Context: an optimization exercise on an open-source flow, tuned for a short achievable clock period and few clock cycles. The choices shown serve that exercise and are no tape-out recipe. No run shown here included a check of the RTL's function; only the layout flow was run. Power figures rest on the tool's default switching activity, not on a simulated workload.

## flow/constraint.sdc

```tcl
create_clock -name core_clock -period 8.0 [get_ports {clk}]
set_input_delay 1.6000 -clock core_clock [delete_from_list [all_inputs] [get_ports {clk}]]
set_output_delay 1.6000 -clock core_clock [all_outputs]
set_load 0.01 [all_outputs]
```

## flow/run.sh

```bash
#!/bin/bash
# synth_recipe.tcl (not shown) runs the flow's synth.tcl, then flattens the netlist and writes it again
# the make line also repeats each setting of config.mk as NAME=value (left out here)
make -C /OpenROAD-flow-scripts/flow DESIGN_CONFIG=/design/flow/config.mk WORK_HOME=/design/flow/orfs CLKGATE_MAP_FILE= SYNTH_SCRIPT=/design/flow/synth_recipe.tcl finish
```

## flow/design.v

```verilog
module dff (q, d, clk, rst);
    output         q;
    input          d;
    input          clk;
    input          rst;
    reg            state;
    assign q = state;
    always @(posedge clk) begin
      state <= rst? 1'b0 : d;
    end
endmodule
module not1 (in1,out);
input in1;
output out;
assign out = ~in1;
endmodule
module nand2 (in1,in2,out);
input in1,in2;
output out;
assign out = ~(in1 & in2);
endmodule
module mux2_1(InA,InB,S,Out);
   input InA,InB,S;
   output Out;
   wire   a1,a2,n1;
   not1 n5(S,n1);
   nand2 n4(InA,n1,a1);
   nand2 n2(InB,S,a2);
   nand2 n3(a1,a2,Out);
endmodule
module register (q, d, clk, rst, we);
   parameter WIDTHreg = 16;
   input [WIDTHreg-1:0] d;
   input               clk, rst, we;
   output [WIDTHreg-1:0] q;
   wire [WIDTHreg-1:0]   enabledIn;
   mux2_1 mux[WIDTHreg-1:0] (.InA (q), .InB(d), .S({WIDTHreg{we}}), .Out(enabledIn));
   dff file[WIDTHreg-1:0] (.q(q), .d(enabledIn), .clk({WIDTHreg{clk}}), .rst({WIDTHreg{rst}}));
endmodule
module rf (
           read1data, read2data, err,
           clk, rst, read1regsel, read2regsel, writeregsel, writedata, write
           );
   parameter WIDTH = 16;
   input clk, rst;
   input [2:0] read1regsel;
   input [2:0] read2regsel;
   input [2:0] writeregsel;
   input [(WIDTH-1):0] writedata;
   input        write;
   output [(WIDTH-1):0] read1data;
   output [(WIDTH-1):0] read2data;
   output        err;
   wire [(WIDTH-1):0] readData0, readData1, readData2, readData3, readData4, readData5, readData6, readData7;
   wire [(WIDTH-1):0] writeData0, writeData1, writeData2, writeData3, writeData4, writeData5, writeData6, writeData7;
   reg [(WIDTH-1):0] outData1, outData2;
   assign read1data = outData1;
   assign read2data = outData2; 
   register my_regs0 (.d(writeData0), .q(readData0), .clk(clk), .rst(rst), .we(1'b1));
   register my_regs1 (.d(writeData1), .q(readData1), .clk(clk), .rst(rst), .we(1'b1));
   register my_regs2 (.d(writeData2), .q(readData2), .clk(clk), .rst(rst), .we(1'b1));
   register my_regs3 (.d(writeData3), .q(readData3), .clk(clk), .rst(rst), .we(1'b1));
   register my_regs4 (.d(writeData4), .q(readData4), .clk(clk), .rst(rst), .we(1'b1));
   register my_regs5 (.d(writeData5), .q(readData5), .clk(clk), .rst(rst), .we(1'b1));
   register my_regs6 (.d(writeData6), .q(readData6), .clk(clk), .rst(rst), .we(1'b1));
   register my_regs7 (.d(writeData7), .q(readData7), .clk(clk), .rst(rst), .we(1'b1));
   assign writeData0 = (write & (writeregsel == 3'b000)) ? writedata : readData0;
   assign writeData1 = (write & (writeregsel == 3'b001)) ? writedata : readData1;
   assign writeData2 = (write & (writeregsel == 3'b010)) ? writedata : readData2;
   assign writeData3 = (write & (writeregsel == 3'b011)) ? writedata : readData3;
   assign writeData4 = (write & (writeregsel == 3'b100)) ? writedata : readData4;
   assign writeData5 = (write & (writeregsel == 3'b101)) ? writedata : readData5;
   assign writeData6 = (write & (writeregsel == 3'b110)) ? writedata : readData6;
   assign writeData7 = (write & (writeregsel == 3'b111)) ? writedata : readData7; 
   always @ (read1regsel, readData0, readData1, readData2, readData3, readData4, readData5,
             readData6, readData7) begin
     case (read1regsel)
       3'b000: outData1 = readData0;
       3'b001: outData1 = readData1; 
       3'b010: outData1 = readData2;  	   
       3'b011: outData1 = readData3; 
       3'b100: outData1 = readData4;  
       3'b101: outData1 = readData5;
       3'b110: outData1 = readData6;
       3'b111: outData1 = readData7;
     endcase  
   end
   always @ (read2regsel, readData0, readData1, readData2, readData3, readData4, readData5,
             readData6, readData7) begin
     case (read2regsel)
       3'b000: outData2 = readData0;
       3'b001: outData2 = readData1; 
       3'b010: outData2 = readData2;  	   
       3'b011: outData2 = readData3; 
       3'b100: outData2 = readData4;  
       3'b101: outData2 = readData5;
       3'b110: outData2 = readData6;
       3'b111: outData2 = readData7;
     endcase  
   end
endmodule
module add1(
            A,
            B,
            CI,
            Sum,
            P,
            G
            );
   input A, B, CI;
   output Sum, G, P;
   assign Sum = A ^ B ^ CI;
   assign G   = A & B;
   assign P   = A | B;
endmodule  
module cla_logic(
                 CI,
                 P,
                 G,
                 C,
                 Ggroup,
                 Pgroup);
   input CI;
   input [3:0] P, G;
   output [4:1] C;
   output       Ggroup, Pgroup;
   assign C[1] = G[0] | P[0] & CI;
   assign C[2] = G[1] | P[1] & C[1];
   assign C[3] = G[2] | P[2] & C[2];
   assign C[4] = G[3] | P[3] & C[3];
   assign Ggroup = G[3] | P[3]&G[2] | P[3]&P[2]&G[1] | P[3]&P[2]&P[1]&G[0];
   assign Pgroup = P[3]&P[2]&P[1]&P[0];
endmodule  
module add4(
            A,                   
            B,                   
            CI,                  
            Sum,                 
            CO,                  
            Pgroup,              
            Ggroup               
            );
   input [3:0] A, B;
   input       CI;
   output [3:0] Sum;
   output       CO, Ggroup, Pgroup;
   wire [3:0]   G, P;
   wire [4:1]   C;
   add1 a0(A[0], B[0],   CI, Sum[0], P[0], G[0]);
   add1 a1(A[1], B[1], C[1], Sum[1], P[1], G[1]);
   add1 a2(A[2], B[2], C[2], Sum[2], P[2], G[2]);
   add1 a3(A[3], B[3], C[3], Sum[3], P[3], G[3]);   
   cla_logic clo (CI, P, G, C, Ggroup, Pgroup);
   assign CO = C[4];
endmodule  
module add16(
            A,                   
            B,                   
            CI,                  
            Sum,                 
            CO,                  
            Ggroup,              
            Pgroup               
            );
   input [15:0] A, B;
   input       CI;
   output [15:0] Sum;
   output       CO, Ggroup, Pgroup;
   wire [3:0]   G, P;
   wire [4:1]   C;
   wire [3:0]   COX;              
   add4 a0 (A[3:0],   B[3:0],     CI, Sum[3:0],   COX[0], P[0], G[0]);
   add4 a1 (A[7:4],   B[7:4],   C[1], Sum[7:4],   COX[1], P[1], G[1]);
   add4 a2 (A[11:8],  B[11:8],  C[2], Sum[11:8],  COX[2], P[2], G[2]);
   add4 a3 (A[15:12], B[15:12], C[3], Sum[15:12], COX[3], P[3], G[3]);   
   cla_logic clo (CI, P, G, C, Ggroup, Pgroup);
   assign CO = C[4];
endmodule  
module mux16_2_1(
                 in1,            
                 in2,            
                 s,              
                 out             
                 );
   input [15:0] in1, in2;
   input        s;
   output [15:0] out;
   assign out = s ? in2 : in1;
endmodule  
module shift1(
              in,                
              op,                
              out
              );
   input [15:0] in;
   input [1:0]  op;
   output reg [15:0] out;
   parameter OP_ROL = 0;             
   parameter OP_SLL = 1;             
   parameter OP_ROR = 2;             
   parameter OP_ASR = 3;             
   always @(*) begin
      case (op)
        OP_ROL: begin
           out[15:1] = in[14:0];
           out[0]    = in[15];
        end
        OP_SLL: begin
           out[15:1] = in[14:0];
           out[0]    = 0;
        end
        OP_ROR: begin
           out[14:0] = in[15:1];
           out[15]   = in[0];
        end
        OP_ASR: begin
           out[14:0] = in[15:1];
           out[15]   = in[15];
        end        
      endcase  
   end
endmodule  
module shift2(
              in,                
              op,                
              out
              );
   input [15:0] in;
   input [1:0]  op;
   output reg [15:0] out;
   parameter OP_ROL = 0;             
   parameter OP_SLL = 1;             
   parameter OP_ROR = 2;             
   parameter OP_ASR = 3;             
   always @(*) begin
      case (op)
        OP_ROL: begin
           out[15:2] = in[13:0];
           out[1:0]  = in[15:14];
        end
        OP_SLL: begin
           out[15:2] = in[13:0];
           out[1:0]  = 0;
        end
        OP_ROR: begin
           out[13:0]  = in[15:2];
           out[15:14] = in[1:0];
        end
        OP_ASR: begin
           out[13:0] = in[15:2];
           out[15]   = in[15];
           out[14]   = in[15];
        end        
      endcase  
   end
endmodule  
module shift4(
              in,                
              op,                
              out
              );
   input [15:0] in;
   input [1:0]  op;
   output reg [15:0] out;
   parameter OP_ROL = 0;             
   parameter OP_SLL = 1;             
   parameter OP_ROR = 2;             
   parameter OP_ASR = 3;             
   always @(*) begin
      case (op)
        OP_ROL: begin
           out[15:4] = in[11:0];
           out[3:0]  = in[15:12];
        end
        OP_SLL: begin
           out[15:4] = in[11:0];
           out[3:0]  = 0;
        end
        OP_ROR: begin
           out[11:0]  = in[15:4];
           out[15:12] = in[3:0];
        end
        OP_ASR: begin
           out[11:0] = in[15:4];
           out[15]   = in[15];
           out[14]   = in[15];
           out[13]   = in[15];
           out[12]   = in[15];
        end        
      endcase  
   end
endmodule  
module shift8(
              in,                
              op,                
              out
              );
   input [15:0] in;
   input [1:0]  op;
   output reg [15:0] out;
   parameter OP_ROL = 0;             
   parameter OP_SLL = 1;             
   parameter OP_ROR = 2;             
   parameter OP_ASR = 3;             
   always @(*) begin
      case (op)
        OP_ROL: begin
           out[15:8] = in[7:0];
           out[7:0]  = in[15:8];
        end
        OP_SLL: begin
           out[15:8] = in[7:0];
           out[7:0]  = 0;
        end
        OP_ROR: begin
           out[7:0]  = in[15:8];
           out[15:8] = in[7:0];
        end
        OP_ASR: begin
           out[7:0] = in[15:8];
           out[15]   = in[15];
           out[14]   = in[15];
           out[13]   = in[15];
           out[12]   = in[15];
           out[11]   = in[15];
           out[10]   = in[15];
           out[9]    = in[15];
           out[8]    = in[15];                                 
        end        
      endcase  
   end
endmodule  
module shift16(
               In,               
               Cnt,              
               Op,               
               Out               
               );
   input [15:0] In;
   input [3:0]  Cnt;
   input [1:0]  Op;
   output [15:0] Out;
   wire [15:0] l3, sl3,          
               l2, sl2,          
               l1, sl1,          
               l0, sl0;          
   shift8 s8 (l3, Op, sl3);
   shift4 s4 (l2, Op, sl2);
   shift2 s2 (l1, Op, sl1);
   shift1 s1 (l0, Op, sl0);
   assign l3 = In;
   mux16_2_1 m3 (l3, sl3, Cnt[3], l2);
   mux16_2_1 m2 (l2, sl2, Cnt[2], l1);
   mux16_2_1 m1 (l1, sl1, Cnt[1], l0);
   mux16_2_1 m0 (l0, sl0, Cnt[0], Out);   
endmodule  
module btr_calc(Rs, Rd);
input[15:0] Rs;
output[15:0] Rd;
assign Rd[15] = Rs[0];
assign Rd[14] = Rs[1];
assign Rd[13] = Rs[2];
assign Rd[12] = Rs[3];
assign Rd[11] = Rs[4];
assign Rd[10] = Rs[5];
assign Rd[9] = Rs[6];
assign Rd[8] = Rs[7];
assign Rd[7] = Rs[8];
assign Rd[6] = Rs[9];
assign Rd[5] = Rs[10];
assign Rd[4] = Rs[11];
assign Rd[3] = Rs[12];
assign Rd[2] = Rs[13];
assign Rd[1] = Rs[14];
assign Rd[0] = Rs[15];
endmodule
module ALU (
            A,                   
            B,                   
            Op,                  
            sign,                
            Out,                 
            OFL,                 
            Zero                 
            );
   input [15:0] A, B;
   input [4:0]  Op;
   input        sign;
   output reg [15:0] Out;
   output            OFL, Zero;
   parameter ADD   = 0;
   parameter SUB   = 1;
   parameter OR    = 2;
   parameter AND   = 3;
   parameter ROL   = 4;
   parameter SLL   = 5;
   parameter ROR   = 6;
   parameter SRA   = 7;
   parameter ST    = 8;
   parameter LD    = 9;
   parameter STU   = 10;
   parameter BTR   = 11;
   parameter SEQ   = 12;
   parameter SLT   = 13;
   parameter SLE   = 14;
   parameter SCO   = 15;
   parameter BEQZ  = 16;
   parameter BNEZ  = 17;
   parameter BLTZ  = 18;
   parameter LBI   = 19;
   parameter SLBI  = 20;
   parameter JINST = 21;
   parameter JAL   = 22;
   parameter JR    = 23;
   parameter JALR  = 24;
   parameter RET   = 25;
   parameter SIIC  = 26;
   parameter RTI   = 27;
   parameter NOP   = 28;
   parameter HALT  = 29;
   wire signed [15:0] opA;
   wire signed [15:0] opB;
   wire [15:0]        shifter_Out;
   reg [1:0]          shifter_op;
   wire [15:0]        add_Sum;
   wire               add_CO, add_P, add_G;
   wire [15:0]        btr_rd;              
   wire               OFL_signed, OFL_unsigned;
   shift16 shifter (opA, opB[3:0], shifter_op, shifter_Out); 
   add16   adder   (.A(opA),
                    .B(opB),
                    .CI(Cin),
                    .Sum(add_Sum), 
                    .CO(add_CO), 
                    .Ggroup(add_G),
                    .Pgroup(add_P));
   btr_calc btr(.Rs(opA), .Rd(btr_rd));
   wire               sub = (Op == SUB);
   assign opA = sub ? B     : A;
   assign opB = sub ? ~A    : B;
   assign Cin = sub ? 1'b1  : 1'b0;
   assign OFL_signed = ( opA[15] &  opB[15] & ~add_Sum[15]) |   
                       (~opA[15] & ~opB[15] &  add_Sum[15]);    
   assign OFL_unsigned = add_CO;
   assign OFL = sign ? OFL_signed : OFL_unsigned;
   assign Zero = (opA == 16'h0000) ? 1'b1 : 1'b0;		 
   always @ (Op, add_Sum, add_CO, shifter_Out, opA, opB, btr_rd) begin
      shifter_op = 2'b00;
      case (Op)
        ADD   : Out = add_Sum;
        SUB   : Out = add_Sum;
        ROR   : begin
	   shifter_op = 2'b10;
	   Out = shifter_Out;
	end	
        SRA   : begin
	   shifter_op = 2'b11;
	   Out = shifter_Out;
	end
	ROL   : begin
	   shifter_op = 2'b00;
	   Out = shifter_Out;
	end
	SLL   : begin
	   shifter_op = 2'b01;
	   Out = shifter_Out;
	end
	OR    : Out = opA | opB;
        AND   : Out = opA & opB;
	LD    : Out = add_Sum;
	ST    : Out = add_Sum; 
	STU   : Out = add_Sum;
	BTR   : Out = btr_rd;
	SEQ   : Out = (opA == opB) ? 16'h0001 : 16'h0000;
	SLT   : Out = opA < opB;
	SLE   : Out = opA <= opB;
	BLTZ  : Out = (opA[15]) ? 16'hFFFF : 16'h0000;	 
	SCO   : Out = add_CO;
	LBI   : Out = opB;
	SLBI  : Out = {opA[7:0], 8'b0} | opB;
	JR    : Out = add_Sum;
	JALR  : Out = add_Sum;
	RET   : Out = opB;		 
	SIIC  : Out = 16'b0; 	 
        RTI   : Out = 16'b0;		 
	NOP   : Out = 16'b0;		 
	HALT  : Out = 16'b0;		 
        default:
          Out = 16'hbada;
      endcase
   end
endmodule  
module alu_op_decode (instr, alu_op);
input [15:0] instr;
output [4:0] alu_op;
parameter ADD   = 0;
parameter SUB   = 1;
parameter OR    = 2;
parameter AND   = 3;
parameter ROL   = 4;
parameter SLL   = 5;
parameter ROR   = 6;
parameter SRA   = 7;
parameter ST    = 8;
parameter LD    = 9;
parameter STU   = 10;
parameter BTR   = 11;
parameter SEQ   = 12;
parameter SLT   = 13;
parameter SLE   = 14;
parameter SCO   = 15;
parameter BEQZ  = 16;
parameter BNEZ  = 17;
parameter BLTZ  = 18;
parameter LBI   = 19;
parameter SLBI  = 20;
parameter JINST = 21;
parameter JAL   = 22;
parameter JR    = 23;
parameter JALR  = 24;
parameter RET   = 25;
parameter SIIC  = 26;
parameter RTI   = 27;
parameter NOP   = 28;
parameter HALT  = 29;
reg [4:0] op;
wire [6:0] instr_op;
assign instr_op = {instr[15:11], instr[1:0]};
assign alu_op = op;
always @ (*) begin
	casex (instr_op)
	7'b1101100 : op = ADD;
	7'b1101101 : op = SUB;
	7'b1101110 : op = OR;
	7'b1101111 : op = AND;
	7'b1101000 : op = ROL;
	7'b1101001 : op = SLL;
	7'b1101010 : op = ROR;
	7'b1101011 : op = SRA;
	7'b00000xx : op = HALT;
	7'b00001xx : op = NOP;
	7'b01000xx : op = ADD;
	7'b01001xx : op = SUB;
	7'b01010xx : op = OR;
	7'b01011xx : op = AND;
	7'b10100xx : op = ROL;
	7'b10101xx : op = SLL;
	7'b10110xx : op = ROR;
	7'b10111xx : op = SRA;
	7'b10000xx : op = ST;
	7'b10001xx : op = LD;
	7'b10011xx : op = STU;
	7'b11001xx : op = BTR;
	7'b11100xx : op = SEQ;
	7'b11101xx : op = SLT;
	7'b11110xx : op = SLE;
	7'b11111xx : op = SCO;
	7'b01100xx : op = BEQZ;
	7'b01101xx : op = BNEZ;
	7'b01111xx : op = BLTZ;
	7'b11000xx : op = LBI;
	7'b10010xx : op = SLBI;
	7'b00100xx : op = JINST;
	7'b00101xx : op = JR;
	7'b00110xx : op = JAL;
	7'b00111xx : op = JALR;
	7'b01110xx : op = RET;
	7'b00010xx : op = SIIC;
	7'b00011xx : op = RTI;
	default	  : op = 5'b11111;
	endcase
end
endmodule
module alu_operand_decode (instr, rsVal, rtVal, opA, opB);
   input [15:0] instr;
   input [15:0] rsVal;
   input [15:0] rtVal;
   output [15:0] opA;
   output [15:0] opB;
   reg [15:0]    opBVal;
   wire [6:0]    op;
   assign opA = rsVal;
   assign opB = opBVal;
   assign op = {instr[15:11], instr[1:0]};
   always @ (*) begin
      casex (op)
	7'b1101100 :  
	  opBVal = rtVal;
	7'b1101101 :  
	  opBVal = rtVal;
	7'b1101110 :  
	  opBVal = rtVal;
	7'b1101111 :  
	  opBVal = rtVal;
	7'b1101000 :  
	  opBVal = rtVal;
	7'b1101001 :  
	  opBVal = rtVal;
	7'b1101010 :  
	  opBVal = rtVal;
	7'b1101011 :  
	  opBVal = rtVal;
	7'b00000xx :  
	  opBVal = 16'b0;	 
	7'b00001xx :  
	  opBVal = 16'b0;	 
	7'b01000xx :  
	  opBVal = {{11{instr[4]}}, instr[4:0]};  
	7'b01001xx :  
	  opBVal = {{11{instr[4]}}, instr[4:0]};  
	7'b01010xx :  
	  opBVal = {11'b0, instr[4:0]};		 
	7'b01011xx :  
	  opBVal = {11'b0, instr[4:0]};		 
	7'b10100xx :  
	  opBVal = {11'b0, instr[4:0]};		 
	7'b10101xx :  
	  opBVal = {11'b0, instr[4:0]};		 
	7'b10110xx :  
	  opBVal = {11'b0, instr[4:0]};		 
	7'b10111xx :  
	  opBVal = {11'b0, instr[4:0]};		 
	7'b10000xx :  
	  opBVal = {{11{instr[4]}}, instr[4:0]};  
	7'b10001xx :  
	  opBVal = {{11{instr[4]}}, instr[4:0]};  
	7'b10011xx :  
	  opBVal = {{11{instr[4]}}, instr[4:0]};  
	7'b11001xx :  
	  opBVal = 16'b1;	 
	7'b11100xx :  
	  opBVal = rtVal;
	7'b11101xx :  
	  opBVal = rtVal;
	7'b11110xx :  
	  opBVal = rtVal;
	7'b11111xx :  
	  opBVal = rtVal;
	7'b01100xx :  
	  opBVal = {{8{instr[7]}}, instr[7:0]};		 
	7'b01101xx :  
	  opBVal = {{8{instr[7]}}, instr[7:0]};		 
	7'b01111xx :  
	  opBVal = {{8{instr[7]}}, instr[7:0]};		 
	7'b11000xx :  
	  opBVal = {{8{instr[7]}}, instr[7:0]};		 
	7'b10010xx :  
	  opBVal = {8'b0, instr[7:0]};					 
	7'b00100xx :  
	  opBVal = {{5{instr[10]}}, instr[10:0]};	 
	7'b00101xx :  
	  opBVal = {{8{instr[7]}}, instr[7:0]};		 
	7'b00110xx :  
	  opBVal = {{5{instr[10]}}, instr [10:0]};  
	7'b00111xx :  
	  opBVal = {{8{instr[7]}}, instr[7:0]};		 
	7'b01110xx :  
	  opBVal = rtVal;
	7'b00010xx :  
	  opBVal = 16'b0;   
	7'b00011xx :  
	  opBVal = 16'b0;   
	default	  : opBVal = 16'b1;	
      endcase
   end
endmodule
module alu_destination_decode (instr, rd, we_reg);
   input [15:0] instr;
   output reg [2:0] rd;
   output reg       we_reg;
   wire [2:0]       rd_imm, rd_reg, rd_ld_imm;
   assign rd_imm = instr[7:5];
   assign rd_reg = instr[4:2];
   assign rd_ld_imm = instr[10:8];
   wire [6:0]       op;
   assign op = {instr[15:11], instr[1:0]};
   always @ (*) begin
      casex (op)
	7'b1101100 : begin  
	   rd = rd_reg;
	   we_reg = 1'b1;
	end
	7'b1101101 : begin  
	   rd = rd_reg;
	   we_reg = 1'b1;
	end
	7'b1101110 : begin  
	   rd = rd_reg;
	   we_reg = 1'b1;
	end
	7'b1101111 : begin 
	   rd = rd_reg;
	   we_reg = 1'b1;
	end
	7'b1101000 : begin  
	   rd = rd_reg;
	   we_reg = 1'b1;
	end
	7'b1101001 : begin  
	   rd = rd_reg;
	   we_reg = 1'b1;
        end
	7'b1101010 : begin  
	   rd = rd_reg;
	   we_reg = 1'b1;
	end
	7'b1101011 : begin 
	   rd = rd_reg;
	   we_reg = 1'b1;
        end
	7'b11100xx : begin  
	   rd = rd_reg;
	   we_reg = 1'b1;
        end
	7'b11101xx : begin 
	   rd = rd_reg;
	   we_reg = 1'b1;
        end
	7'b11110xx : begin 
	   rd = rd_reg;
           we_reg = 1'b1;
	end
	7'b11111xx : begin  
	   rd = rd_reg;
	   we_reg = 1'b1;
        end
	7'b11001xx : begin  
	   rd = rd_reg;
           we_reg = 1'b1;
	end
	7'b01000xx : begin  
	   rd = rd_imm;
	   we_reg = 1'b1;
        end
	7'b01001xx : begin 
	   rd = rd_imm;
           we_reg = 1'b1;
        end
	7'b01010xx : begin 
	   rd = rd_imm;
	   we_reg = 1'b1;
        end
	7'b01011xx : begin  
	   rd = rd_imm;
           we_reg = 1'b1;
        end
	7'b10100xx : begin  
	   rd = rd_imm;
           we_reg = 1'b1;
        end
	7'b10101xx : begin  
	   rd = rd_imm;
           we_reg = 1'b1;
        end
	7'b10110xx : begin  
	   rd = rd_imm;
           we_reg = 1'b1;
	end
	7'b10111xx : begin  
	   rd = rd_imm;
 	   we_reg = 1'b1;
        end
	7'b10001xx : begin  
	   rd = rd_imm;
	   we_reg = 1'b1;
        end
	7'b11000xx : begin  
	   rd = rd_ld_imm;
	   we_reg = 1'b1;
	end
	7'b10010xx : begin 
	   rd = rd_ld_imm;
	   we_reg = 1'b1;
	end
	7'b00110xx : begin  
	   rd = 3'd7;
	   we_reg = 1'b1;
	end
	7'b00111xx : begin  
	   rd = 3'd7;
	   we_reg = 1'b1;
	end
  	7'b10011xx : begin  
	   rd = rd_ld_imm;
	   we_reg = 1'b1;
	end
	7'b10000xx : begin  
           rd = 3'd0;
           we_reg = 1'b0;
        end
	7'b01100xx : begin  
           rd = 3'd0;
	   we_reg = 1'b0;
        end
	7'b01101xx : begin  
           rd = 3'd0;
	   we_reg = 1'b0;
        end
	7'b01111xx : begin  
           rd = 3'd0;
	   we_reg = 1'b0;
        end
	7'b00100xx : begin  
           rd = 3'd0;
	   we_reg = 1'b0;
        end
	7'b00101xx : begin  
           rd = 3'd0;
	   we_reg = 1'b0;
        end
	7'b01110xx : begin  
           rd = 3'd0;
	   we_reg = 1'b0;
        end
	7'b00010xx : begin  
           rd = 3'd0;
	   we_reg = 1'b0;
        end
	7'b00011xx : begin  
           rd = 3'd0;
	   we_reg = 1'b0;
        end
	7'b00000xx : begin  
           rd = 3'd0;
	   we_reg = 1'b0;
        end
	7'b00001xx : begin  
           rd = 3'd0;
	   we_reg = 1'b0;
        end
	default	  : begin
           rd = 3'd0;
           we_reg = 1'b0;
        end
      endcase
   end
endmodule
module branch_logic (op, zero, top_alu, bt);
   input [4:0] op;
   input       zero;
   input       top_alu;
   output reg  bt;
   parameter BEQZ = 5'b01100;
   parameter BNEZ = 5'b01101;
   parameter BLTZ = 5'b01111;
   parameter JUMP = 5'b00100;
   parameter JR   = 5'b00101;
   parameter JAL  = 5'b00110;
   parameter JALR = 5'b00111;
   parameter RET  = 5'b01110;
   always@(*) begin
      case (op)
	BEQZ : bt = (zero == 1'b1) ? 1'b1 : 1'b0;
	BNEZ : bt = (zero == 1'b1) ? 1'b0 : 1'b1;
	BLTZ : bt = (zero == 1'b0 && top_alu == 1'b1) ? 1'b1 : 1'b0;
        JUMP : bt = 1;
        JR   : bt = 1;
        JAL  : bt = 1;
        JALR : bt = 1;
        RET  : bt = 1;
        default : bt = 0;
      endcase
   end
endmodule
module brj_addr_calc (instr, next_pc, dest_addr);
   input [15:0] instr;
   input [15:0] next_pc;
   output [15:0] dest_addr;
   wire [4:0]    op;
   wire          co, G, P;
   reg [15:0]    sextVal;
   assign op = instr[15:11];
   add16 add (.A(sextVal), .B(next_pc), .CI(1'b0), .Sum(dest_addr), .CO(co), .Ggroup(G), .Pgroup (P));
   always @ (*) begin
      case (op)
	5'b01100 : begin   
	   sextVal = {{8{instr[7]}}, instr[7:0]};		
	end
	5'b01101 : begin   
	   sextVal = {{8{instr[7]}}, instr[7:0]}; 
	end
	5'b01111 : begin	 
	   sextVal = {{8{instr[7]}}, instr[7:0]};
	end
	5'b00100 : begin	 
	   sextVal = {{5{instr[10]}}, instr[10:0]};
	end
	5'b00110 : begin   
	   sextVal = {{5{instr[10]}}, instr[10:0]};
	end
	default :  begin
	   sextVal = 16'b0;
	end			
      endcase
   end
endmodule
module next_pc_addr (instr, pc_inc, alu_out, brj_dest, bt, stall, next_pc, pc);
   input [15:0] instr;
   input [15:0] pc_inc;
   input [15:0] pc;
   input [15:0] alu_out;
   input [15:0] brj_dest;
   input        bt;
   input        stall;
   output [15:0] next_pc;
   wire [4:0]        op;
   reg [15:0] br_pc;
   assign op = instr[15:11];
   assign next_pc = (stall & ~bt) ? pc : br_pc; 
   always @ (*) begin
         case (op)
	   5'b01100 : begin	 
	      br_pc = (bt == 1'b1) ? brj_dest : pc_inc;
	   end
	   5'b01101 : begin   
	      br_pc = (bt == 1'b1) ? brj_dest : pc_inc;
	   end
	   5'b01111 : begin   
	      br_pc = (bt == 1'b1) ? brj_dest : pc_inc;
	   end
	   5'b00100 : begin   
	      br_pc = brj_dest;	
	   end
	   5'b00101 : begin   
	      br_pc = alu_out;
	   end
	   5'b00110 : begin   
	      br_pc = brj_dest;
	   end
	   5'b00111 : begin   
	      br_pc = alu_out;
	   end
	   5'b01110 : begin   
	      br_pc = alu_out;
	   end
	   5'b00011 : begin   
	      br_pc = alu_out;
	   end
	   default : begin
	      br_pc = pc_inc;
	   end
         endcase  
   end
endmodule
module mem_decode_logic (instr, e_mem, wr_mem, halt);
   input [15:0] instr;
   output reg   halt;		 
   output reg   e_mem;
   output reg   wr_mem;
   wire [6:0]   op;
   assign op = {instr[15:11], instr[1:0]};
   always @ (*) begin
      casex (op)
	7'b10001xx : begin  
	   wr_mem = 1'b0;
	   e_mem = 1'b1;
	   halt = 1'b0;
        end
	7'b10011xx : begin 
	   wr_mem = 1'b1;
	   e_mem = 1'b1;
	   halt = 1'b0;
	end
	7'b10000xx : begin  
	   wr_mem = 1'b1;
           e_mem = 1'b1;
	   halt = 1'b0;
	end 
	7'b00000xx : begin  
	   wr_mem = 1'b0;
	   e_mem = 1'b0;
	   halt = 1'b1;
        end      
	default	  : begin
	   e_mem = 1'b0;
	   wr_mem = 1'b0;
	   halt = 1'b0;
        end
      endcase
   end
endmodule
module dest_data_decode (instr, next_pc, alu_out, mem_out, rdata);
   input [15:0] instr;
   input [15:0] next_pc;
   input [15:0] alu_out;
   input [15:0] mem_out;
   output reg [15:0] rdata;
   wire [6:0]        op; 
   assign op = {instr[15:11], instr[1:0]};
   always @ (*) begin
      casex (op)
	7'b1101100 :  
	  rdata = alu_out;
	7'b1101101 :  
	  rdata = alu_out;
	7'b1101110 :  
	  rdata = alu_out;
	7'b1101111 :  
	  rdata = alu_out;
	7'b1101000 :  
	  rdata = alu_out;
	7'b1101001 :  
	  rdata = alu_out;
	7'b1101010 :  
	  rdata = alu_out;
	7'b1101011 :  
	  rdata = alu_out;
	7'b11100xx :  
	  rdata = alu_out;
	7'b11101xx :  
	  rdata = alu_out;
	7'b11110xx :  
	  rdata = alu_out;
	7'b11111xx :  
	  rdata = alu_out;
	7'b11001xx :  
	  rdata = alu_out;
	7'b01000xx :  
	  rdata = alu_out;
	7'b01001xx :  
	  rdata = alu_out;
	7'b01010xx :  
	  rdata = alu_out;
	7'b01011xx :  
	  rdata = alu_out;
	7'b10100xx :  
	  rdata = alu_out;
	7'b10101xx :  
	  rdata = alu_out;
	7'b10110xx :  
	  rdata = alu_out;
	7'b10111xx :  
	  rdata = alu_out;
	7'b10001xx :  
	  rdata = mem_out;
	7'b11000xx :  
	  rdata = alu_out;
	7'b10010xx :  
	  rdata = alu_out;
	7'b00110xx :  
	  rdata = next_pc;
	7'b00111xx :  
	  rdata = next_pc;
	7'b10011xx :  
	  rdata = alu_out;   
	default	  : rdata = 16'b0;
      endcase
   end
endmodule
module proc(
	    clk,
	    rst,
	    imem_rdata,
	    dmem_rdata,
	    imem_addr,
	    dmem_addr,
	    dmem_wdata,
	    dmem_en,
	    dmem_wr,
	    halt
	    );
   input clk;
   input rst;
   input [15:0] imem_rdata;
   input [15:0] dmem_rdata;
   output [15:0] imem_addr;
   output [15:0] dmem_addr;
   output [15:0] dmem_wdata;
   output        dmem_en;
   output        dmem_wr;
   output        halt;
   localparam OP_HALT = 5'b00000, OP_J = 5'b00100, OP_JR = 5'b00101, OP_JAL = 5'b00110,
              OP_JALR = 5'b00111, OP_ADDI = 5'b01000, OP_SUBI = 5'b01001, OP_ORI = 5'b01010,
              OP_ANDI = 5'b01011, OP_BEQZ = 5'b01100, OP_BNEZ = 5'b01101, OP_RET = 5'b01110,
              OP_BLTZ = 5'b01111, OP_ST = 5'b10000, OP_LD = 5'b10001, OP_SLBI = 5'b10010,
              OP_STU = 5'b10011, OP_LBI = 5'b11000, OP_BTR = 5'b11001, OP_SHR = 5'b11010,
              OP_ALR = 5'b11011, OP_SEQ = 5'b11100, OP_SLT = 5'b11101, OP_SLE = 5'b11110,
              OP_SCO = 5'b11111;
   reg [15:0] pc;
   reg [15:0] ras;            
   reg        ras_v;
   reg        d_v;
   reg [2:0]  d_rs, d_rt, d_dst;
   reg [7:0]  d_i8;
   reg [15:0] d_imm, d_pc2, d_tgt;
   reg        d_pt;           
   reg        d_wr, d_rrr, d_agu, d_ret, d_jr, d_ld, d_st, d_stu, d_lbi, d_slbi, d_call, d_halt;
   reg        d_beqz, d_bnez, d_bltz;
   reg        d_sum, d_sub, d_or, d_and, d_shl, d_shr, d_rot, d_btr, d_seq, d_slt, d_sle, d_sco;
   reg        x_wr, x_ld, x_en, x_we, x_halt, x_beqz, x_bnez, x_bltz, x_pt, x_ev;
   reg [2:0]  x_dst;
   reg [15:0] x_A, x_B, x_S, x_addr, x_early, x_ebyp, x_pc2, x_tgt;
   reg        x_sub, x_isadd;
   reg        x_s_sum, x_s_or, x_s_and, x_s_shl, x_s_shr, x_s_btr, x_s_seq, x_s_slt, x_s_sle,
              x_s_sco, x_s_slbi, x_s_early, x_rot;
   reg [15:0] rf [0:7];
   reg [15:0] d_rfa, d_rft;   
   reg        fa_x, ft_x, fa_w, ft_w, f7_x;  
   reg        w_wr;           
   reg [2:0]  w_dst;
   reg [15:0] w_res;
   wire        stall, x_redir, d_redir;
   wire        d_go = d_v & ~stall & ~x_redir;
   wire        d_bres, d_bmis, d_jrr;
   wire [15:0] d_btgt;
   wire [15:0] x_rtgt, agu, x_res;
   wire [15:0] fi = imem_rdata;
   wire [4:0]  fop = fi[15:11];
   wire [15:0] pc2 = pc + 16'd2;
   wire [15:0] f_tt;          
   wisc_ftgt ftgt (.pc2(pc2), .fi(fi), .tgt(f_tt));
   wire        f_isj    = (fop == OP_J) | (fop == OP_JAL);
   wire        f_isbr   = (fop == OP_BEQZ) | (fop == OP_BNEZ) | (fop == OP_BLTZ);
   wire        f_isret  = (fop == OP_RET);
   wire        f_iscall = (fop == OP_JAL) | (fop == OP_JALR);
   wire        f_brt    = f_isbr & (fi[7] | (fop == OP_BNEZ));
   wire        f_take   = f_isj | f_brt;
   wire [15:0] f_seq    = (f_isret & ras_v) ? ras : pc2;
   wire        s_x = x_redir;
   wire        s_d = d_v & ~stall & ~x_redir & d_jrr;
   wire        s_b = d_v & ~stall & ~x_redir & d_bmis;
   wire        s_h = stall & ~x_redir;
   wire        s_n = ~x_redir & ~d_redir & ~stall;
   wire [15:0] pc_rest = ({16{s_x}} & x_rtgt) | ({16{s_d}} & agu) | ({16{s_b}} & d_btgt) | ({16{s_h}} & pc) |
                         ({16{s_n}} & f_seq);
   wire [15:0] pc_next;
   wisc_mux16 pcmux (.s(s_n & f_take), .a(f_tt), .b(pc_rest), .y(pc_next));
   always @(posedge clk) begin
      if (rst)
        pc <= 16'd0;
      else
        pc <= pc_next;
   end
   always @(posedge clk) begin
      if (rst)
        ras_v <= 1'b0;
      else if (f_iscall) begin
         ras_v <= 1'b1;
         ras <= pc2;
      end
   end
   assign imem_addr = pc;
   wire f_alr  = (fop == OP_ALR);
   wire f_rfmt = (fop == OP_BTR) | (fop == OP_SHR) | f_alr | (fop[4:2] == 3'b111);
   wire f_ifmt = (fop[4:2] == 3'b010) | (fop[4:2] == 3'b101) | (fop == OP_LD);
   wire f_sfmt = (fop == OP_LBI) | (fop == OP_SLBI) | (fop == OP_STU);
   wire [2:0] f_dst = f_iscall ? 3'd7 : f_sfmt ? fi[10:8] : f_ifmt ? fi[7:5] : fi[4:2];
   wire f_shi  = (fop[4:2] == 3'b101);
   wire f_shr_r = (fop == OP_SHR);
   wire [1:0] f_shop = f_shr_r ? fi[1:0] : fop[1:0];
   reg  [15:0] f_imm;
   always @(*) begin
      case (fop)
        OP_ADDI, OP_SUBI, OP_ST, OP_LD, OP_STU: f_imm = {{11{fi[4]}}, fi[4:0]};
        OP_LBI, OP_JR, OP_JALR:                 f_imm = {{8{fi[7]}}, fi[7:0]};
        OP_SLBI:                                f_imm = {8'd0, fi[7:0]};
        default:                                f_imm = {11'd0, fi[4:0]};
      endcase
   end
   wire [2:0] n_rs = stall ? d_rs : fi[10:8];
   wire [2:0] n_rt = stall ? d_rt : fi[7:5];
   wire       n_xw = d_go & d_wr;
   always @(posedge clk) begin
      d_rfa <= rf[n_rs];
      d_rft <= rf[n_rt];
      fa_x <= n_xw & (d_dst == n_rs);
      ft_x <= n_xw & (d_dst == n_rt);
      f7_x <= n_xw & (d_dst == 3'd7);
      fa_w <= x_wr & (x_dst == n_rs);
      ft_w <= x_wr & (x_dst == n_rt);
   end
   always @(posedge clk) begin
      if (rst | x_redir | d_redir)
        d_v <= 1'b0;
      else if (!stall)
        d_v <= 1'b1;
      if (!stall) begin
         d_rs   <= fi[10:8];
         d_rt   <= fi[7:5];
         d_i8   <= fi[7:0];
         d_dst  <= f_dst;
         d_imm  <= f_imm;
         d_pc2  <= pc2;
         d_tgt  <= f_isret ? ras : f_tt;
         d_pt   <= f_isret ? ras_v : f_brt;
         d_wr   <= f_rfmt | f_ifmt | f_sfmt | f_iscall;
         d_rrr  <= f_shr_r | f_alr | (fop[4:2] == 3'b111);
         d_agu  <= (fop == OP_LD) | (fop == OP_ST) | (fop == OP_STU) | (fop == OP_JR) | (fop == OP_JALR);
         d_ret  <= f_isret;
         d_jr   <= (fop == OP_JR) | (fop == OP_JALR);
         d_ld   <= (fop == OP_LD);
         d_st   <= (fop == OP_ST) | (fop == OP_STU);
         d_stu  <= (fop == OP_STU);
         d_lbi  <= (fop == OP_LBI);
         d_slbi <= (fop == OP_SLBI);
         d_call <= f_iscall;
         d_halt <= (fop == OP_HALT);
         d_beqz <= (fop == OP_BEQZ);
         d_bnez <= (fop == OP_BNEZ);
         d_bltz <= (fop == OP_BLTZ);
         d_sub  <= (fop == OP_SUBI) | (f_alr & (fi[1:0] == 2'b01));
         d_sum  <= (fop == OP_ADDI) | (fop == OP_SUBI) | (f_alr & ~fi[1]);
         d_or   <= (fop == OP_ORI) | (f_alr & (fi[1:0] == 2'b10));
         d_and  <= (fop == OP_ANDI) | (f_alr & (fi[1:0] == 2'b11));
         d_shl  <= (f_shi | f_shr_r) & ~f_shop[1];
         d_shr  <= (f_shi | f_shr_r) & f_shop[1];
         d_rot  <= ~f_shop[0];
         d_btr  <= (fop == OP_BTR);
         d_seq  <= (fop == OP_SEQ);
         d_slt  <= (fop == OP_SLT);
         d_sle  <= (fop == OP_SLE);
         d_sco  <= (fop == OP_SCO);
      end
   end
   wire        a_fx = fa_x;
   wire        t_fx = ft_x;
   wire [15:0] a_rf = fa_w ? w_res : d_rfa;
   wire [15:0] t_rf = ft_w ? w_res : d_rft;
   wire [15:0] a_val, t_val, b_val;
   wisc_mux16 amux (.s(a_fx), .a(x_res), .b(a_rf), .y(a_val));
   wisc_mux16 tmux (.s(t_fx), .a(x_res), .b(t_rf), .y(t_val));
   wire        b_fx = d_rrr & t_fx;
   wire [15:0] b_oth = d_rrr ? t_rf : d_imm;
   wisc_mux16 bmux (.s(b_fx), .a(x_res), .b(b_oth), .y(b_val));
   wire [15:0] base = a_fx ? x_ebyp : a_rf;
   wire        base_ok = ~a_fx | x_ev;
   wire [15:0] sum_b;
   wisc_add16 aadd (.a(base), .b(d_imm), .ci(1'b0), .s(sum_b), .co());
   wire        r7_fx = f7_x;
   wire [15:0] r7 = r7_fx ? x_ebyp : rf[7];
   wire        r7_ok = ~r7_fx | x_ev;
   assign agu = d_ret ? r7 : sum_b;
   assign stall = d_v & ((d_agu & ~base_ok) | (d_ret & ~r7_ok));
   wire ret_hit = d_pt & (r7 == d_tgt);
   always @(posedge clk) begin
      if (rst | ~d_go) begin
         x_wr <= 1'b0; x_ld <= 1'b0; x_en <= 1'b0; x_we <= 1'b0; x_halt <= 1'b0;
         x_beqz <= 1'b0; x_bnez <= 1'b0; x_bltz <= 1'b0;
      end else begin
         x_wr <= d_wr; x_ld <= d_ld; x_en <= d_ld | d_st; x_we <= d_st; x_halt <= d_halt;
         x_beqz <= d_beqz & ~d_bres; x_bnez <= d_bnez & ~d_bres; x_bltz <= d_bltz & ~d_bres;
      end
      x_dst <= d_dst;
      x_A <= a_val;
      x_B <= b_val;
      x_S <= t_val;
      x_addr <= sum_b;
      x_early <= d_stu ? sum_b : d_call ? d_pc2 : d_imm;
      x_ebyp <= d_stu ? sum_b : d_call ? d_pc2 : d_lbi ? d_imm : {base[7:0], d_i8};
      x_ev <= d_stu | d_call | d_lbi | (d_slbi & base_ok);
      x_pc2 <= d_pc2;
      x_tgt <= d_tgt;
      x_pt <= d_pt;
      x_sub <= d_sub;
      x_isadd <= d_sum;
      x_s_sum <= d_sum | d_sco; x_s_or <= d_or; x_s_and <= d_and;
      x_s_shl <= d_shl; x_s_shr <= d_shr; x_rot <= d_rot;
      x_s_btr <= d_btr; x_s_seq <= d_seq; x_s_slt <= d_slt; x_s_sle <= d_sle;
      x_s_sco <= d_sco; x_s_slbi <= d_slbi; x_s_early <= d_stu | d_call | d_lbi;
   end
   wire [15:0] ax = x_A ^ {16{x_sub}};
   wire [15:0] sum;
   wire        c16;
   wisc_add16 xadd (.a(x_B), .b(ax), .ci(x_sub), .s(sum), .co(c16));
   wire        ult = (x_A[14:0] < x_B[14:0]);
   wire        eq  = (x_A == x_B);
   wire        slt = (x_A[15] & ~x_B[15]) | (~(x_A[15] ^ x_B[15]) & ult);
   wire [3:0]  n = x_B[3:0];
   wire [15:0] l0 = n[0] ? {x_A[14:0], x_rot ? x_A[15]    : 1'b0}  : x_A;
   wire [15:0] l1 = n[1] ? {l0[13:0],  x_rot ? l0[15:14]  : 2'b0}  : l0;
   wire [15:0] l2 = n[2] ? {l1[11:0],  x_rot ? l1[15:12]  : 4'b0}  : l1;
   wire [15:0] l3 = n[3] ? {l2[7:0],   x_rot ? l2[15:8]   : 8'b0}  : l2;
   wire        sg = x_A[15];
   wire [15:0] r0 = n[0] ? {x_rot ? x_A[0]   : sg,       x_A[15:1]} : x_A;
   wire [15:0] r1 = n[1] ? {x_rot ? r0[1:0]  : {2{sg}},  r0[15:2]}  : r0;
   wire [15:0] r2 = n[2] ? {x_rot ? r1[3:0]  : {4{sg}},  r1[15:4]}  : r1;
   wire [15:0] r3 = n[3] ? {x_rot ? r2[7:0]  : {8{sg}},  r2[15:8]}  : r2;
   wire [15:0] btr;
   genvar gi;
   generate for (gi = 0; gi < 16; gi = gi + 1) begin : g_btr
      assign btr[gi] = x_A[15-gi];
   end endgenerate
   wire [15:0] sum_m = x_s_sco ? {15'd0, c16} : sum;
   assign x_res = ({16{x_s_sum}} & sum_m) | ({16{x_s_or}} & (x_A | x_B)) | ({16{x_s_and}} & (x_A & x_B)) |
                  ({16{x_s_shl}} & l3) | ({16{x_s_shr}} & r3) | ({16{x_s_btr}} & btr) |
                  ({16{x_s_slbi}} & {x_A[7:0], x_B[7:0]}) |
                  ({16{x_s_early}} & x_early) | ({16{x_ld}} & dmem_rdata) |
                  {15'd0, (x_s_seq & eq) | (x_s_slt & slt) | (x_s_sle & (slt | eq))};
   wire a_zero = (x_A == 16'd0);
   wire taken  = (x_beqz & a_zero) | (x_bnez & ~a_zero) | (x_bltz & x_A[15]);
   assign x_redir = (x_beqz | x_bnez | x_bltz) & (taken ^ x_pt);
   assign x_rtgt = taken ? x_tgt : x_pc2;
   always @(posedge clk) begin
      if (x_wr)
        rf[x_dst] <= x_res;
   end
   always @(posedge clk) begin
      if (rst)
        w_wr <= 1'b0;
      else
        w_wr <= x_wr;
      w_dst <= x_dst;
      w_res <= x_res;
   end
   wire [15:0] zx_p = x_B ^ ax;
   wire [15:0] zx_o = x_B | ax;
   wire        zx_add = (zx_p == {zx_o[14:0], x_sub});
   wire        d_zero = base_ok ? (base == 16'd0) : zx_add;
   wire        d_neg  = base_ok & base[15];
   wire        d_rok  = base_ok | (x_isadd & ~d_bltz);
   wire        d_isbr = d_beqz | d_bnez | d_bltz;
   wire        d_tk   = (d_beqz & d_zero) | (d_bnez & ~d_zero) | (d_bltz & d_neg);
   assign d_bres = d_isbr & d_rok;
   assign d_bmis = d_bres & (d_tk ^ d_pt);
   assign d_btgt = d_tk ? d_tgt : d_pc2;
   assign d_jrr  = d_jr | (d_ret & ~ret_hit);
   assign d_redir = d_v & ~stall & ~x_redir & (d_jrr | d_bmis);
   assign dmem_addr = x_addr;
   assign dmem_wdata = x_S;
   assign dmem_en = x_en;
   assign dmem_wr = x_we;
   assign halt = x_halt;
endmodule
module wisc_add16 (a, b, ci, s, co);
   input [15:0] a, b;
   input        ci;
   output [15:0] s;
   output        co;
   assign {co, s} = {1'b0, a} + {1'b0, b} + {16'd0, ci};
endmodule
module wisc_mux16 (s, a, b, y);
   input        s;
   input [15:0] a, b;
   output [15:0] y;
   assign y = s ? a : b;
endmodule
module wisc_ftgt (pc2, fi, tgt);
   input [15:0] pc2, fi;
   output [15:0] tgt;
   wire        isj = (fi[15:13] == 3'b001) & ~fi[11];
   wire [8:0]  lo8 = {1'b0, pc2[7:0]} + {1'b0, fi[7:0]};
   wire [7:0]  h8p = pc2[15:8] + 8'd1;
   wire [7:0]  h8m = pc2[15:8] - 8'd1;
   wire [15:0] t8 = {(lo8[8] & ~fi[7]) ? h8p : (~lo8[8] & fi[7]) ? h8m : pc2[15:8], lo8[7:0]};
   wire [11:0] lo11 = {1'b0, pc2[10:0]} + {1'b0, fi[10:0]};
   wire [4:0]  h5p = pc2[15:11] + 5'd1;
   wire [4:0]  h5m = pc2[15:11] - 5'd1;
   wire [15:0] t11 = {(lo11[11] & ~fi[10]) ? h5p : (~lo11[11] & fi[10]) ? h5m : pc2[15:11], lo11[10:0]};
   assign tgt = isj ? t11 : t8;
endmodule
```

## flow/config.mk

```make
export PLATFORM = sky130hd
export DESIGN_NAME = proc
export DESIGN_NICKNAME = proc
export VERILOG_FILES = /design/flow/design.v
export SDC_FILE = /design/flow/constraint.sdc
export NUM_CORES = 4
export LEC_CHECK = 0
export ABC_CLOCK_PERIOD_IN_PS = 10
export CAP_MARGIN = 20
export CORE_MARGIN = 2
export CORE_UTILIZATION = 40
export SETUP_SLACK_MARGIN = 5.0
export SLEW_MARGIN = 20
export SYNTH_HIERARCHICAL = 1
export TNS_END_PERCENT = 100
```

==> results of run 1 <==
[sequential cells by signal (all words and copies together) (netlist names), 4 cells and up]
| signal | count |
|---|---|
| x_A | 16 |
| x_ebyp | 16 |
| w_res | 16 |
| ras | 16 |
| d_i8 | 8 |
| d_imm | 4 |
| d_tgt | 16 |
| pc | 16 |
| d_pc2 | 16 |
| d_rfa | 16 |
| x_addr | 16 |
| x_early | 16 |
| x_pc2 | 16 |
| d_rft | 16 |
| x_tgt | 16 |
| x_S | 16 |
| rf | 128 |
| x_B | 16 |
[worst max-delay path by stage]
| stage | from | end | slack, ps |
|---|---|---|---|
| floorplan | x_sub | x_A[0] | 4010 |
| global placement | imem_rdata[15] | pc[1] | 3090 |
| detailed placement | imem_rdata[15] | pc[1] | 3090 |
| CTS | x_A[0] | rf[6][0] | 4010 |
| global route | fa_w | pc[12] | 3900 |
| finish | fa_w | pc[12] | 3960 |
[power by group]
group          total [uW]  internal, uW  switching, uW
logic                2330          1080           1250
clock network        2410          1410            994
registers            2990          2720            273
total                7720          5200           2520
[cell type report]
cell class	instances	share of cell area, %
tap	846	3.231
multi-input combinational	1936	47.06
sequential	452	34.62
timing repair buffer	270	8.658
clock buffer	66	4.400
inverter	93	1.142
clock inverter	26	0.8860
[worst reg2reg max path, stage by stage, from the launching register on]
cell,delay (ps)
dfxtp_4,400
buf_6,110
mux2_4,330
mux2i_2,190
inv_1,80
fa_2,360
fa_2,370
a21o_4,250
a311oi_4,390
nor3_2,120
or2_4,290
xor2_4,170
nor2_1,100
a21oi_1,60
a21oi_2,210
o211ai_2,110
mux2_4,270
nor2b_1,120
[cells in the final DEF, fill, tap and decap left out, types with 11 or more instances in the layout]
cell,count
nand2_1,409
edfxtp_1,219
nand3_1,204
dfxtp_1,194
nor2_1,126
mux2i_1,117
o21ai_0,112
buf_4,108
a21oi_1,96
ha_1,77
inv_1,76
mux2_4,71
mux2_2,69
clkbuf_16,58
xnor2_1,54
dlygate4sd2_1,52
buf_6,34
buf_12,30
nor2b_1,27
ha_4,27
o21ai_2,25
a22oi_1,24
a21oi_2,23
xor2_1,21
dfxtp_4,21
xnor2_2,20
a21o_1,19
dfxtp_2,18
clkdlybuf4s50_1,17
or4_1,16
o211ai_1,15
nand4_1,15
nand2_4,15
mux2i_4,13
nand2b_1,13
a222oi_1,12
o21ai_1,11
[timing repair]
item                                    in CTS  in global routing
buffers inserted                            91                 48
gates resized for setup                    448                169
endpoints found under the setup margin     461                279
gates cloned                                 6                  3
hold endpoints to repair                     0                  0
pin swaps                                   80                 80
[layer usage]
layer  share of wire (%)  wire, microns
met5                   0              0
met4                 3.8           3665
met1                  43          40750
met3                 6.7           6365
met2                  47          44670
[through the flow]
step                hold slack (ps)  cell area (sq um)
floorplan                     323.2              26050
global placement              329.1              27420
detailed placement            327.8              27430
CTS                           339.4              31580
global route                  346.9              32760
finish                        339.2              32760
==> run summary, run 1 <==
Pleak=0.01319 uW; Pwr Total=7725 uW; required time of the critical path=8480 ps; GRT Max-Usage Layer=met2; VDD IR-drop max=0.1550 mV; Initial Util=40.55%; # clock sinks=452; syn nets=2802; Crit path max-delay family=compound AO/OA/AOI/OAI gates; diodes inserted=0; routed length per instance=25.87 microns; row cnt=92; Buf/Inv on CP=2; GPL Wtd Cong=0.9644; GR Util met3=3.172%; DRT antenna net count=0; Final WS setup=3960 ps; first-pass GRT wire length=139.1 mm; R2R Path End=pc[12]; slowest stage delay, CP=400 ps; # fillers=5441; final setup skew=44.01 ps; total iterations of the first detailed-routing run=6; final setup fails=0; RSZ-0062 raised after global routing=true; H-tree depth=2; largest net degree at the start of global routing=76; hold path endpoint=x_s_or; CP cell instances=buf_6 > mux2_4 > mux2i_2 > inv_1 > fa_2 > fa_2 > a21o_4 > a311oi_4 > nor3_2 > or2_4 > xor2_4 > nor2_1 > a21oi_1 > a21oi_2 > o211ai_2 > mux2_4 > nor2b_1; Core Region=0.06320 sq mm; share of post-route cells with drive strength above 1=27.82%; met1 usage in global routing=37.71%; Critical Path AT=4520 ps; routed wire length=95.45 mm; Post-Route Utilization=51.84%; worst hold path class=register to register; Setup crit start kind=register; Reg clk slew, reported paths=60 ps; root buffer cell=clkbuf_16; worst r2r path cells=17; DR iter-0 viols=2411; maxcap violations=0; crit path max-delay cell type=dfxtp_4; Die Y=257.1 microns; Slew @ Worst Pin=1133 ps; Power per Cell Area=235.8 mW/mm^2; Layout Cells excl Fill=3689; Max Slew Vio Count=0; GR Util met2=45.49%; hold path depth=0; hold_buf cts=0; Cell Area, Synth=0.02562 sq mm; Setup WS pre-CTS=3089 ps; critical path class=register to register; CP max FO=3; area growth from synthesis to final layout=27.85%; status=no timing/DRC/antenna violations; area occupied by multi-input gates=0.01542 sq mm; Via density=5.905; final critical-path required period=4040 ps; Fin Setup TNS=0 ps; syn avg cell area=9.655 sq um; Clk Latency, worst-skew pair=610 ps; DP Cell Count=3449; # IOs=85; hpwl dp=64.20 mm; Final Hold Fails=0; register area=0.01134 sq mm; antenna violations before repair=3; flop2flop setup slack=3960 ps; TritonCTS Buffers=49; die footprint=0.06610 sq mm; Synth Warn #=7; Port-buffer cells=84; Vias=21780; net count reported at finish=2950; FF-to-FF Start=fa_w; GRT Total Usage=27.66%; Die Wd=257.1 microns; Clock Path Buffers=3; Hold Crit Start=d_or; grt total ovfl=0; vias in the first global route=21150; DRC=0; final worst path period share=50.50%; crit end category=register; slew margin rel.=24.37%; Post-Synthesis Cells=2654; Fmax achieved=0.2475 GHz; CTS tree=built; instance count on the critical path=17
==> run 2, diff against run 1 <==
--- a/flow/design.v
+++ b/flow/design.v
@@ -1090,11 +1090,13 @@
    reg        x_wr, x_ld, x_en, x_we, x_halt, x_beqz, x_bnez, x_bltz, x_pt, x_ev;
    reg [2:0]  x_dst;
    reg [15:0] x_A, x_B, x_S, x_addr, x_early, x_ebyp, x_pc2, x_tgt;
-   reg        x_sub, x_isadd;
+   reg        x_sub;
    reg        x_s_sum, x_s_or, x_s_and, x_s_shl, x_s_shr, x_s_btr, x_s_seq, x_s_slt, x_s_sle,
               x_s_sco, x_s_slbi, x_s_early, x_rot;
    reg [15:0] rf [0:7];
    reg [15:0] d_rfa, d_rft;   
+   reg        d_rfa_z;        
+   reg        x_zok, x_ebyp_z, x_ebyp_n;  
    reg        fa_x, ft_x, fa_w, ft_w, f7_x;  
    reg        w_wr;           
    reg [2:0]  w_dst;
@@ -1108,7 +1110,16 @@
    wire [4:0]  fop = fi[15:11];
    wire [15:0] pc2 = pc + 16'd2;
    wire [15:0] f_tt;          
-   wisc_ftgt ftgt (.pc2(pc2), .fi(fi), .tgt(f_tt));
+   wire [8:0]  lo8;
+   wire [11:0] lo11;
+   wire [7:0]  h8p, h8m;
+   wire [4:0]  h5p, h5m;
+   wisc_addlo8  a8  (.a(pc2[7:0]),  .b(fi[7:0]),  .s(lo8));
+   wisc_addlo11 a11 (.a(pc2[10:0]), .b(fi[10:0]), .s(lo11));
+   wisc_incdec8 i8  (.a(pc2[15:8]),  .p(h8p), .m(h8m));
+   wisc_incdec5 i5  (.a(pc2[15:11]), .p(h5p), .m(h5m));
+   wisc_tsel tsel (.fi(fi), .lo8(lo8), .lo11(lo11), .h8(pc2[15:8]), .h8p(h8p), .h8m(h8m),
+                   .h5(pc2[15:11]), .h5p(h5p), .h5m(h5m), .tgt(f_tt));
    wire        f_isj    = (fop == OP_J) | (fop == OP_JAL);
    wire        f_isbr   = (fop == OP_BEQZ) | (fop == OP_BNEZ) | (fop == OP_BLTZ);
    wire        f_isret  = (fop == OP_RET);
@@ -1162,6 +1173,7 @@
    wire       n_xw = d_go & d_wr;
    always @(posedge clk) begin
       d_rfa <= rf[n_rs];
+      d_rfa_z <= (rf[n_rs] == 16'd0);
       d_rft <= rf[n_rt];
       fa_x <= n_xw & (d_dst == n_rs);
       ft_x <= n_xw & (d_dst == n_rt);
@@ -1216,16 +1228,13 @@
    wire        t_fx = ft_x;
    wire [15:0] a_rf = fa_w ? w_res : d_rfa;
    wire [15:0] t_rf = ft_w ? w_res : d_rft;
-   wire [15:0] a_val, t_val, b_val;
-   wisc_mux16 amux (.s(a_fx), .a(x_res), .b(a_rf), .y(a_val));
-   wisc_mux16 tmux (.s(t_fx), .a(x_res), .b(t_rf), .y(t_val));
+   wire [15:0] a_val = a_fx ? x_res : a_rf;
+   wire [15:0] t_val = t_fx ? x_res : t_rf;
    wire        b_fx = d_rrr & t_fx;
    wire [15:0] b_oth = d_rrr ? t_rf : d_imm;
-   wisc_mux16 bmux (.s(b_fx), .a(x_res), .b(b_oth), .y(b_val));
    wire [15:0] base = a_fx ? x_ebyp : a_rf;
    wire        base_ok = ~a_fx | x_ev;
-   wire [15:0] sum_b;
-   wisc_add16 aadd (.a(base), .b(d_imm), .ci(1'b0), .s(sum_b), .co());
+   wire [15:0] sum_b = base + d_imm;
    wire        r7_fx = f7_x;
    wire [15:0] r7 = r7_fx ? x_ebyp : rf[7];
    wire        r7_ok = ~r7_fx | x_ev;
@@ -1242,26 +1251,28 @@
       end
       x_dst <= d_dst;
       x_A <= a_val;
-      x_B <= b_val;
+      x_B <= b_fx ? x_res : b_oth;
       x_S <= t_val;
       x_addr <= sum_b;
       x_early <= d_stu ? sum_b : d_call ? d_pc2 : d_imm;
       x_ebyp <= d_stu ? sum_b : d_call ? d_pc2 : d_lbi ? d_imm : {base[7:0], d_i8};
       x_ev <= d_stu | d_call | d_lbi | (d_slbi & base_ok);
+      x_zok <= d_call | d_lbi | (d_slbi & base_ok);
+      x_ebyp_z <= d_call ? (d_pc2 == 16'd0) : d_lbi ? (d_imm == 16'd0) : ({base[7:0], d_i8} == 16'd0);
+      x_ebyp_n <= d_call ? d_pc2[15] : d_lbi ? d_imm[15] : base[7];
       x_pc2 <= d_pc2;
       x_tgt <= d_tgt;
       x_pt <= d_pt;
       x_sub <= d_sub;
-      x_isadd <= d_sum;
       x_s_sum <= d_sum | d_sco; x_s_or <= d_or; x_s_and <= d_and;
       x_s_shl <= d_shl; x_s_shr <= d_shr; x_rot <= d_rot;
       x_s_btr <= d_btr; x_s_seq <= d_seq; x_s_slt <= d_slt; x_s_sle <= d_sle;
       x_s_sco <= d_sco; x_s_slbi <= d_slbi; x_s_early <= d_stu | d_call | d_lbi;
    end
    wire [15:0] ax = x_A ^ {16{x_sub}};
-   wire [15:0] sum;
-   wire        c16;
-   wisc_add16 xadd (.a(x_B), .b(ax), .ci(x_sub), .s(sum), .co(c16));
+   wire [16:0] s17 = {1'b0, x_B} + {1'b0, ax} + {16'd0, x_sub};
+   wire [15:0] sum = s17[15:0];
+   wire        c16 = s17[16];
    wire        ult = (x_A[14:0] < x_B[14:0]);
    wire        eq  = (x_A == x_B);
    wire        slt = (x_A[15] & ~x_B[15]) | (~(x_A[15] ^ x_B[15]) & ult);
@@ -1302,12 +1313,9 @@
       w_dst <= x_dst;
       w_res <= x_res;
    end
-   wire [15:0] zx_p = x_B ^ ax;
-   wire [15:0] zx_o = x_B | ax;
-   wire        zx_add = (zx_p == {zx_o[14:0], x_sub});
-   wire        d_zero = base_ok ? (base == 16'd0) : zx_add;
-   wire        d_neg  = base_ok & base[15];
-   wire        d_rok  = base_ok | (x_isadd & ~d_bltz);
+   wire        d_zero = a_fx ? x_ebyp_z : fa_w ? (w_res == 16'd0) : d_rfa_z;
+   wire        d_neg  = a_fx ? x_ebyp_n : fa_w ? w_res[15] : d_rfa[15];
+   wire        d_rok  = ~a_fx | x_zok;
    wire        d_isbr = d_beqz | d_bnez | d_bltz;
    wire        d_tk   = (d_beqz & d_zero) | (d_bnez & ~d_zero) | (d_bltz & d_neg);
    assign d_bres = d_isbr & d_rok;
@@ -1321,30 +1329,43 @@
    assign dmem_wr = x_we;
    assign halt = x_halt;
 endmodule
-module wisc_add16 (a, b, ci, s, co);
-   input [15:0] a, b;
-   input        ci;
-   output [15:0] s;
-   output        co;
-   assign {co, s} = {1'b0, a} + {1'b0, b} + {16'd0, ci};
-endmodule
 module wisc_mux16 (s, a, b, y);
    input        s;
    input [15:0] a, b;
    output [15:0] y;
    assign y = s ? a : b;
 endmodule
-module wisc_ftgt (pc2, fi, tgt);
-   input [15:0] pc2, fi;
+module wisc_addlo8 (a, b, s);
+   input [7:0] a, b;
+   output [8:0] s;
+   assign s = {1'b0, a} + {1'b0, b};
+endmodule
+module wisc_addlo11 (a, b, s);
+   input [10:0] a, b;
+   output [11:0] s;
+   assign s = {1'b0, a} + {1'b0, b};
+endmodule
+module wisc_incdec8 (a, p, m);
+   input [7:0] a;
+   output [7:0] p, m;
+   assign p = a + 1'b1;
+   assign m = a - 1'b1;
+endmodule
+module wisc_incdec5 (a, p, m);
+   input [4:0] a;
+   output [4:0] p, m;
+   assign p = a + 1'b1;
+   assign m = a - 1'b1;
+endmodule
+module wisc_tsel (fi, lo8, lo11, h8, h8p, h8m, h5, h5p, h5m, tgt);
+   input [15:0] fi;
+   input [8:0]  lo8;
+   input [11:0] lo11;
+   input [7:0]  h8, h8p, h8m;
+   input [4:0]  h5, h5p, h5m;
    output [15:0] tgt;
    wire        isj = (fi[15:13] == 3'b001) & ~fi[11];
-   wire [8:0]  lo8 = {1'b0, pc2[7:0]} + {1'b0, fi[7:0]};
-   wire [7:0]  h8p = pc2[15:8] + 8'd1;
-   wire [7:0]  h8m = pc2[15:8] - 8'd1;
-   wire [15:0] t8 = {(lo8[8] & ~fi[7]) ? h8p : (~lo8[8] & fi[7]) ? h8m : pc2[15:8], lo8[7:0]};
-   wire [11:0] lo11 = {1'b0, pc2[10:0]} + {1'b0, fi[10:0]};
-   wire [4:0]  h5p = pc2[15:11] + 5'd1;
-   wire [4:0]  h5m = pc2[15:11] - 5'd1;
-   wire [15:0] t11 = {(lo11[11] & ~fi[10]) ? h5p : (~lo11[11] & fi[10]) ? h5m : pc2[15:11], lo11[10:0]};
+   wire [15:0] t8  = {(lo8[8] & ~fi[7]) ? h8p : (~lo8[8] & fi[7]) ? h8m : h8, lo8[7:0]};
+   wire [15:0] t11 = {(lo11[11] & ~fi[10]) ? h5p : (~lo11[11] & fi[10]) ? h5m : h5, lo11[10:0]};
    assign tgt = isj ? t11 : t8;
 endmodule
--- a/flow/config.mk
+++ b/flow/config.mk
@@ -5,7 +5,7 @@
 export SDC_FILE = /design/flow/constraint.sdc
 export NUM_CORES = 4
 export LEC_CHECK = 0
-export ABC_CLOCK_PERIOD_IN_PS = 10
+export ABC_CLOCK_PERIOD_IN_PS = 2500
 export CAP_MARGIN = 20
 export CORE_MARGIN = 2
 export CORE_UTILIZATION = 40
==> run summary, run 2 <==
crit path max-delay cell type=dfxtp_4; Fin Setup TNS=0 ps (unchanged); Final Hold Fails=0 (unchanged); Clock Path Buffers=3 (unchanged); Cell Area, Synth=0.02530 sq mm (-1.3%); Post-Synthesis Cells=2494 (-6.0%); VDD IR-drop max=0.1555 mV (+0.35%); Fmax achieved=0.2745 GHz (+11%); status=no timing/DRC/antenna violations; hold path endpoint=x_s_btr; routed length per instance=26.00 microns (+0.51%); net count reported at finish=2911 (-1.3%); share of post-route cells with drive strength above 1=32.23% (+4.4 points); Buf/Inv on CP=4 (+2); Hold Crit Start=d_btr; Core Region=0.06285 sq mm (-0.55%); commonest non-fill, non-tap cell in the layout=nand2_1; grt total ovfl=0 (unchanged); largest net degree at the start of global routing=76 (unchanged); R2R Path End=pc[12]; Critical Path AT=4120 ps (-400 ps); most frequent cells in the layout=243 x nand2_1, 219 x edfxtp_1, 205 x dfxtp_1; DP Cell Count=3321 (-3.7%); Setup crit start kind=register; Slew @ Worst Pin=1035 ps (-97.77 ps); Vias=22210 (+1.9%); # fillers=5315 (-2.3%); GPL Wtd Cong=0.9856 (+2.2%); CP max FO=8 (+5); vias in the first global route=21050 (-0.49%); Die Y=255.5 microns (-0.63%); DRT antenna net count=0 (unchanged); DRC=0 (unchanged); maxcap violations=0 (unchanged); hpwl dp=60.02 mm (-6.5%); CTS tree=built; H-tree depth=2 (unchanged); crit end category=register; worst r2r path cells=17 (unchanged); DR iter-0 viols=2350 (-2.5%); Placed Area=0.02721 sq mm (-0.78%); Max Slew Vio Count=0 (unchanged); CP cell instances=buf_12 > buf_4 > a211oi_4 > o21bai_4 > inv_2 > ha_4 > o211ai_1 > o211ai_1 > o221ai_2 > o21bai_1 > a21oi_2 > xnor2_1 > buf_4 > o211ai_1 > nand3b_1 > mux2_4 > nor2b_4; final setup skew=25.35 ps (-18.67 ps); GRT Total Usage=27.27% (-0.39 points); flop2flop setup slack=4360 ps (+400 ps); first-pass GRT wire length=135.6 mm (-2.5%); Most flops, register=rf; TritonCTS Buffers=49 (unchanged)
run 2: changes by cell type in the layout (fill, tap and decap cells not counted), sizes merged, moves of 18 or more:
cell / previous run / this run
mux2: 141 / 96
a221oi: 6 / 35
nand3: 213 / 131
nand2: 432 / 258
o21ai: 153 / 114
a211oi: 13 / 38
buf: 190 / 303
mux2i: 136 / 186
nor2b: 29 / 57
clkinvlp: 4 / 22
run 2: Yosys stat by module (local to each module, per instance):
module | cell area (sq um) | cells inside | copies in the design | flops+latches
proc | 23120 | 2248 | 1 | 450
wisc_addlo11 | 529.3 | 68 | 1 | 0
wisc_addlo8 | 315.3 | 39 | 1 | 0
wisc_incdec5 | 133.9 | 17 | 1 | 0
wisc_incdec8 | 261.5 | 38 | 1 | 0
wisc_mux16 | 249.0 | 18 | 1 | 0
wisc_tsel | 686.9 | 66 | 1 | 0
run 2: cells by family (layout without fill, tap and decap cells):
family | Yosys count | after routing | share of synthesized area [%]
simple gates | 728 | 729 | 13.76
compound gates | 527 | 527 | 14.03
flops | 450 | 450 | 44.28
mux | 307 | 308 | 14.16
buf+inv | 266 | 581 | 4.605
xor+xnor | 110 | 110 | 3.808
fa+ha+maj | 106 | 106 | 5.361
other cells | 0 | 1 | 0
run 2: cell type report:
cell class | instances | share of cell area, %
clock buffer | 65 | 4.068
sequential | 450 | 33.28
inverter | 99 | 1.266
timing repair inverter | 8 | 0.1772
tap | 846 | 3.123
antenna | 1 | 0.007384
timing repair buffer | 383 | 11.57
clock inverter | 26 | 0.9119
multi-input combinational | 1780 | 45.59
run 2: worst max-delay path by stage:
stage                endpoint  cells after the start           start
floorplan           d_tgt[11]                     10   imem_rdata[0]
global placement      d_rfa_z                      8  imem_rdata[10]
detailed placement    d_rfa_z                      8  imem_rdata[10]
CTS                    pc[12]                     18            fa_x
global route           pc[12]                     17            fa_w
finish                 pc[12]                     17            fa_w
run 2: timing repair:
item | CTS | global route
setup buffers | 118 | 105
setup endpoints to repair | 440 | 195
cloned | 19 | 3
pin swaps | 93 | 120
hold buffers | 0 | 0
endpoints found under the hold margin | 0 | 0
resized for setup | 524 | 235
run 2: power breakdown:
group          switching, uW  internal, uW  leakage (uW)
logic                   1420          1210       0.00863
clock network            986          1390      0.000821
registers                242          2720       0.00412
total                   2650          5320        0.0136
run 2: per-stage QoR:
step                      utilization (%)  setup WS (ps)
after floorplan                         -           4394
after global placement              43.25           2784
after detailed placement            43.30           2734
after CTS                           50.64           4505
after global routing                53.92           4277
final                               53.92           4357
run 2: metal layers:
metal  wire, microns  GRT usage (%)  vias up
met5              30              0        -
met4            4550          10.66        6
met3            9187          4.940      257
met2           43280          43.67     1325
met1           38070          36.61    10890
li1                -              -     9727

Check on run 2: ideal ports give 4.357 ns setup slack; a clkbuf_16 on the clock port and buf_2 on the inputs give 4.357 ns; moving port delays by the midpoint clock arrival (0.653 ns) as well gives 4.131 ns.
